Background: an optimization exercise with open tools, aiming at a short achievable clock period and few clock cycles. Do not read the settings as production practice.
In this exercise RTL edits were held to simulation tests only and were not proved equivalent to the original.

==> inputs of v33 <==
==> flow/design.v (excerpt) <==
module mips_core
#(parameter DATA_BITS = 32,
  parameter DIV_R4 = 4)          
(
    input  wire        clk,
    input  wire        rst,
    output wire [31:0] imem_addr,
    input  wire [31:0] imem_rdata,
    output wire [31:0] dmem_addr,
    output wire [31:0] dmem_wdata,
    output wire [3:0]  dmem_wstrb,
    output wire        dmem_we,
    input  wire [31:0] dmem_rdata,
    output wire        print_valid,
    output wire [31:0] print_data,
    output wire        halted
);
clock: 125.0 ns
lec_check: 0
abc_clock_period_in_ps: 2000
cap_margin: 20
core_margin: 2
core_utilization: 40
slew_margin: 20
synth_hierarchical: 1
standard.sh (not shown) runs the stock make flow with config.mk's settings and CLKGATE_MAP_FILE= SYNTH_SCRIPT=/design/flow/synth_recipe.tcl, a recipe that flattens the netlist after the stock synthesis.
==> flow/flow/run.sh <==
#!/bin/bash
# Own flow: the standard synthesis and layout, except that timing repair
# (floorplan, CTS and global-route repair_timing) is asked to reach a setup
# slack of MARGIN ns at the design's clock period instead of 0, so the tools
# keep speeding up the paths that set the achieved period. Constraints, clock
# and period are the design's, unchanged. Each make call's output goes to its
# own log here; ORFS keeps each step's log under orfs/logs.
set -euo pipefail
MARGIN=${MARGIN:-98.4}
bash standard.sh synth > synth.log 2>&1
bash standard.sh SETUP_SLACK_MARGIN=$MARGIN finish > layout.log 2>&1
==> v26 (differences from v33) <==
--- a/flow/design.v
+++ b/flow/design.v
@@ -114,22 +114,24 @@
     reg        dwe_r;
     reg        pv_r;
     reg [31:0] pd_r;
     reg        e2v;
     reg [31:0] ir2;
+    reg [31:0] a_d, b_d;        
+    reg        fA, fB;          
+    reg [31:0] ld_r;            
     assign imem_addr   = pcF;
     assign dmem_addr   = daddr_r;
     assign dmem_wdata  = dwdata_r;
     assign dmem_wstrb  = dwstrb_r;
     assign dmem_we     = dwe_r;
     assign print_valid = pv_r;
     assign print_data  = pd_r;
     assign halted      = halt_r;
-    wire [4:0]  rs2 = ir2[25:21];
     wire [4:0]  rt2 = ir2[20:16];
-    wire [31:0] a2  = (rs2 == 5'd0) ? 32'd0 : REG[rs2];
-    wire [31:0] b2  = (rt2 == 5'd0) ? 32'd0 : REG[rt2];
+    wire [31:0] a2  = fA ? ld_r : a_d;
+    wire [31:0] b2  = fB ? ld_r : b_d;
     wire        md2_mul = (ir2[31:26] == 6'd0) & (ir2[5:0] == 6'd25);
     wire        md2_div = (ir2[31:26] == 6'd0) & (ir2[5:0] == 6'd27);
     wire [31:0] res2;
     wire        wen2;
     wire [4:0]  widx2;
@@ -191,22 +193,26 @@
     wire [4:0]  wA_idx;
     mips_exu exu1(.ir(irE), .a(a), .b(b), .hi(hi), .lo(lo), .pc4(pc4),
                   .res(res), .wen(wen1), .widx(wA_idx));
     wire [31:0] btarget = pc4 + {simm[29:0], 2'b00};
     wire [31:0] jtarget = {pcE[31:28], irE[25:0], 2'b00};
+    wire [31:0] wdB;
+    mips_ldx ldx(.rdata(dmem_rdata), .la(daddr_r[1:0]), .mop(mOp), .e2(go2), .res2(res2), .wd(wdB));
+    wire        fwdA    = mLd & (mRt != 5'd0) & (rs == mRt);
+    wire        fwdB    = mLd & (mRt != 5'd0) & (rt == mRt);
     wire        a_zero  = (a == 32'd0);
     wire        a_neg   = a[31];
     wire        taken   = (i_beq & (a == b)) | (i_bne & (a != b))
                         | (i_bltz & a_neg) | (i_bgez & ~a_neg)
                         | (i_blez & (a_neg | a_zero)) | (i_bgtz & ~(a_neg | a_zero));
     wire        sys_print = (v0 == 32'd34);
     wire        sys_halt  = i_sys & ~sys_print;
-    wire [31:0] npcE = (i_j | i_jal) ? jtarget
-                     : i_jr          ? a
-                     : taken         ? btarget
-                     : sys_halt      ? pcE
-                     : pc4;
+    wire [31:0] npc_nb  = (i_j | i_jal) ? jtarget
+                        : i_jr          ? a
+                        : sys_halt      ? pcE
+                        : pc4;
+    wire [31:0] npcE    = (i_branch & taken) ? btarget : npc_nb;
     reg  div_busy;
     wire md2       = e2v & (md2_mul | md2_div);
     wire ld_hazard = mLd & (mRt != 5'd0) &
                      ((uses_rs & (rs == mRt)) | (uses_rt & (rt == mRt)) |
                       (i_sys & ((mRt == 5'd2) | (mRt == 5'd4))));
@@ -216,49 +222,39 @@
                      (e2ld & ((uses_rs & (rs == rt2)) | (uses_rt & (rt == rt2)) |
                               (wen1 & (wA_idx == rt2))));
     wire stall     = vE & ((ld_hazard & ~defer_ok) | md_hazard | e2_hazard);
     wire go        = vE & ~stall & ~halt_r & ~rst_r;    
     wire ex1       = go & ~defer;                       
-    wire mispred   = go & (npcE != pcF);
+    wire mispred   = go & (i_branch ? (taken ? (btarget != pcF) : (pc4 != pcF))
+                                    : (npc_nb != pcF));
     wire wA        = ex1 & wen1 & (wA_idx != 5'd0);
     wire wB        = mLd & (mRt != 5'd0);
     wire [31:0] pcF4 = pcF + 32'd4;
     wire        res_z  = (res == 32'd0);
     wire        res2_z = (res2 == 32'd0);
     reg  [31:0] flN, flZ, flU;
-    reg  [383:0] curlo;    
-    reg  [383:0] curh;     
-    function [11:0] hash12(input [31:0] v);
-        hash12 = v[11:0] ^ v[23:12] ^ {4'd0, v[31:24]};
-    endfunction
     integer kf;
     always @(*) begin
-        flN[0] = 1'b0; flZ[0] = 1'b1; flU[0] = 1'b0; curlo[11:0] = 12'd0; curh[11:0] = 12'd0;
+        flN[0] = 1'b0; flZ[0] = 1'b1; flU[0] = 1'b0;
         for (kf = 1; kf < 32; kf = kf + 1) begin
             if (wA & (wA_idx == kf)) begin
                 flN[kf] = res[31];
                 flZ[kf] = res_z;
-                curlo[12*kf +: 12] = res[11:0];
-                curh[12*kf +: 12]  = hash12(res);
             end else if (w2 & (widx2 == kf)) begin
                 flN[kf] = res2[31];
                 flZ[kf] = res2_z;
-                curlo[12*kf +: 12] = res2[11:0];
-                curh[12*kf +: 12]  = hash12(res2);
             end else begin
                 flN[kf] = REG[kf][31];
                 flZ[kf] = (REG[kf] == 32'd0);
-                curlo[12*kf +: 12] = REG[kf][11:0];
-                curh[12*kf +: 12]  = hash12(REG[kf]);
             end
             flU[kf] = (mLd & (mRt == kf)) | (vE & i_load & (rt == kf)) | (e2ld & (rt2 == kf))
                     | (go & defer & wen1 & (wA_idx == kf));
         end
     end
     wire [31:0] pcF_next;
     mips_fpred fpred(.w(imem_rdata), .pcF(pcF), .pcF4(pcF4), .flN(flN), .flZ(flZ), .flU(flU),
-                     .curlo(curlo), .curh(curh), .rst(rst), .rst_r(rst_r), .hold(stall | halt_r),
+                     .rst(rst), .rst_r(rst_r), .hold(stall | halt_r),
                      .mispred(mispred), .npcE(npcE), .pcF_next(pcF_next));
     always @(posedge clk) begin
         rst_r <= rst;
         if (rst) halt_r <= 1'b0;
         else if (ex1 & sys_halt) halt_r <= 1'b1;
@@ -273,10 +269,15 @@
             end
         end
         if (rst_r) e2v <= 1'b0;
         else       e2v <= go & defer;
         ir2 <= irE;
+        a_d <= a;
+        b_d <= b;
+        fA  <= fwdA;
+        fB  <= fwdB;
+        ld_r <= wdB;
     end
     wire [31:0] eaddr = a + simm;
     wire [31:0] eaddr2 = a2 + {{16{ir2[15]}}, ir2[15:0]};
     wire        msel2  = e2mem;                   
     wire [31:0] maddr  = msel2 ? eaddr2 : eaddr;
@@ -293,12 +294,10 @@
         mLd <= ~rst_r & ((ex1 & i_load) | (go2 & ld2));
         dwe_r <= ~rst & ((ex1 & i_store) | (go2 & st2));
         pv_r  <= ~rst & ex1 & i_sys & sys_print;
         pd_r  <= a0;
     end
-    wire [31:0] wdB;
-    mips_ldx ldx(.rdata(dmem_rdata), .la(daddr_r[1:0]), .mop(mOp), .e2(go2), .res2(res2), .wd(wdB));
     always @(posedge clk) begin
         for (k = 1; k < 32; k = k + 1) begin
             if (wA & (wA_idx == k))                          REG[k] <= res;
             else if ((w2 & (widx2 == k)) | (wB & (mRt == k)))  REG[k] <= wdB;
         end
@@ -309,18 +308,21 @@
     wire        div2 = go2 & md2_div;
     wire [31:0] ma = md2 ? a2 : a;
     wire [31:0] mb = md2 ? b2 : b;
     wire [63:0] prod;
     mips_mul mul(.a(ma), .b(mb), .p(prod));
-    localparam NCYC = 16 / DIV_R4;
-    reg [31:0] dv_d;        
-    reg [33:0] dv_d3;       
-    reg [31:0] dv_r;        
-    reg [31:0] dv_q;        
-    reg [4:0]  dv_cnt;
-    wire [31:0] nr, nq;
-    mips_div4 #(.STEPS(DIV_R4)) div(.r(dv_r), .q(dv_q), .d(dv_d), .d3(dv_d3), .nr(nr), .nq(nq));
+    localparam NCYC = (16 + DIV_R4 - 1) / DIV_R4;
+    localparam PAD  = NCYC * DIV_R4 - 16;
+    localparam QW   = 32 + 2 * PAD;
+    reg [31:0]   dv_d;      
+    reg [33:0]   dv_d3;     
+    reg [31:0]   dv_r;      
+    reg [QW-1:0] dv_q;      
+    reg [4:0]    dv_cnt;
+    wire [31:0]   nr;
+    wire [QW-1:0] nq;
+    mips_div4 #(.STEPS(DIV_R4), .QW(QW)) div(.r(dv_r), .q(dv_q), .d(dv_d), .d3(dv_d3), .nr(nr), .nq(nq));
     always @(posedge clk) begin
         if (rst_r)
             div_busy <= 1'b0;
         else if (mul1 | mul2)
             div_busy <= 1'b0;
@@ -333,19 +335,19 @@
             lo <= prod[31:0];
         end else if (div1 | div2) begin
             dv_d   <= mb;
             dv_d3  <= {2'b00, mb} + {1'b0, mb, 1'b0};
             dv_r   <= 32'd0;
-            dv_q   <= ma;
+            dv_q   <= {{(QW-32){1'b0}}, ma};
             dv_cnt <= 5'd0;
         end else if (div_busy) begin
             dv_r   <= nr;
             dv_q   <= nq;
             dv_cnt <= dv_cnt + 5'd1;
             if (dv_cnt == NCYC - 1) begin
                 hi <= nr;
-                lo <= nq;
+                lo <= nq[31:0];
             end
         end
     end
 endmodule
 module mips_fpred
@@ -354,12 +356,10 @@
     input  wire [31:0]  pcF,
     input  wire [31:0]  pcF4,
     input  wire [31:0]  flN,
     input  wire [31:0]  flZ,
     input  wire [31:0]  flU,
-    input  wire [383:0] curlo,
-    input  wire [383:0] curh,
     input  wire         rst,
     input  wire         rst_r,
     input  wire         hold,
     input  wire         mispred,
     input  wire [31:0]  npcE,
@@ -379,25 +379,20 @@
                        : fbt ? fbtgt32
                        : pcF4;
     wire        fN  = flN[frs];
     wire        fZ  = flZ[frs];
     wire        fUs = flU[frs];
-    wire        fUt = flU[frt];
-    wire [11:0] fva = curlo[12*frs +: 12];
-    wire [11:0] fha = curh[12*frs +: 12];
-    wire [11:0] fhb = curh[12*frt +: 12];
-    wire        fjr = (fop == 6'd0) & (w[5:0] == 6'd8) & ~fUs;
-    wire        feq = (fha == fhb);
-    wire fknown = ~fUs & (fbr1 | fbr0 | (fbeq & ~fUt));
+    wire        fsame = (frs == frt);
+    wire        feq = fsame | fZ;
+    wire fknown = (~fUs & (fbr1 | fbr0 | (fbeq & (frt == 5'd0)))) | (fbeq & fsame);
     wire ftk = (fop == 6'd1) ? (fN ^ frt[0])
              : (fop == 6'd6) ? (fN | fZ)
              : (fop == 6'd7) ? ~(fN | fZ)
              : (fop == 6'd4) ? feq
              : ~feq;
-    wire [31:0] fpred = fjr    ? {pcF4[31:12], fva[11:2], 2'b00}
-                      : fknown ? (ftk ? fbtgt32 : pcF4)
-                      : fguess;
+    wire [31:0] fbase = fknown ? pcF4 : fguess;
+    wire [31:0] fpred = (fknown & ftk) ? fbtgt32 : fbase;
     assign pcF_next = rst     ? 32'd0
                     : rst_r   ? pcF4
                     : hold    ? pcF
                     : mispred ? npcE
                     : fpred;
@@ -426,36 +421,37 @@
     output wire [63:0] p
 );
     assign p = a * b;
 endmodule
 module mips_div4
-#(parameter STEPS = 8)
+#(parameter STEPS = 8,
+  parameter QW = 32)
 (
-    input  wire [31:0] r,
-    input  wire [31:0] q,
-    input  wire [31:0] d,
-    input  wire [33:0] d3,
-    output reg  [31:0] nr,
-    output reg  [31:0] nq
+    input  wire [31:0]   r,
+    input  wire [QW-1:0] q,
+    input  wire [31:0]   d,
+    input  wire [33:0]   d3,
+    output reg  [31:0]   nr,
+    output reg  [QW-1:0] nq
 );
     reg [34:0] x, t1, t2, t3;
     integer s;
     always @(*) begin
         nr = r;
         nq = q;
         for (s = 0; s < STEPS; s = s + 1) begin
-            x  = {1'b0, nr, nq[31:30]};
+            x  = {1'b0, nr, nq[QW-1:QW-2]};
             t1 = x - {3'b000, d};
             t2 = x - {2'b00, d, 1'b0};
             t3 = x - {1'b0, d3};
             if (~t3[34]) begin
-                nr = t3[31:0]; nq = {nq[29:0], 2'd3};
+                nr = t3[31:0]; nq = {nq[QW-3:0], 2'd3};
             end else if (~t2[34]) begin
-                nr = t2[31:0]; nq = {nq[29:0], 2'd2};
+                nr = t2[31:0]; nq = {nq[QW-3:0], 2'd2};
             end else if (~t1[34]) begin
-                nr = t1[31:0]; nq = {nq[29:0], 2'd1};
+                nr = t1[31:0]; nq = {nq[QW-3:0], 2'd1};
             end else begin
-                nr = x[31:0];  nq = {nq[29:0], 2'd0};
+                nr = x[31:0];  nq = {nq[QW-3:0], 2'd0};
             end
         end
     end
 endmodule
Settings changed: CORE_UTILIZATION 40 to 35, PLACE_DENSITY set to 0.55.
==> run notes <==
v33 did not get past 5_1_grt with GRT-0116. v26 finished but fails on capacitance limit, slew limit.
In v33 the area after synthesis is higher than in v26, by 21%.
In v26 the synthesized cell count is lower than in v33, by 25%.
Testbench counts of v33, summed over its fixed seeds: cycles 41,566.
Testbench counts of v26, summed over its fixed seeds: cycles 41,811.

static timing again, ports no longer ideal:
Ports are ideal in the flow. The routed layout listed here was re-timed in OpenROAD. Step 1 sets driving cells, clkbuf_16 on the clock port and buf_2 on the other inputs (assumed; they add their load-dependent delay and slew). Step 2 times the ports against the registers' clock, not the clock port: input delays grow and output delays shrink by t, the midpoint of the rising clock arrivals with the driver on. Slacks: ideal / step 1 / step 2; pairs: ideal / step 1.
run: v26
t, ns: 1.077
setup WS [ns]: 98.156 / 98.033 / 96.957
hold slack, ns: 0.506 / 0.506 / 0.506
worst setup path at the end: input to register
worst register clock-pin slew, ns: 0.10 / 0.10
For v26, drivers alone change the setup slack by -0.123 ns; drivers and shift together by -1.199 ns.
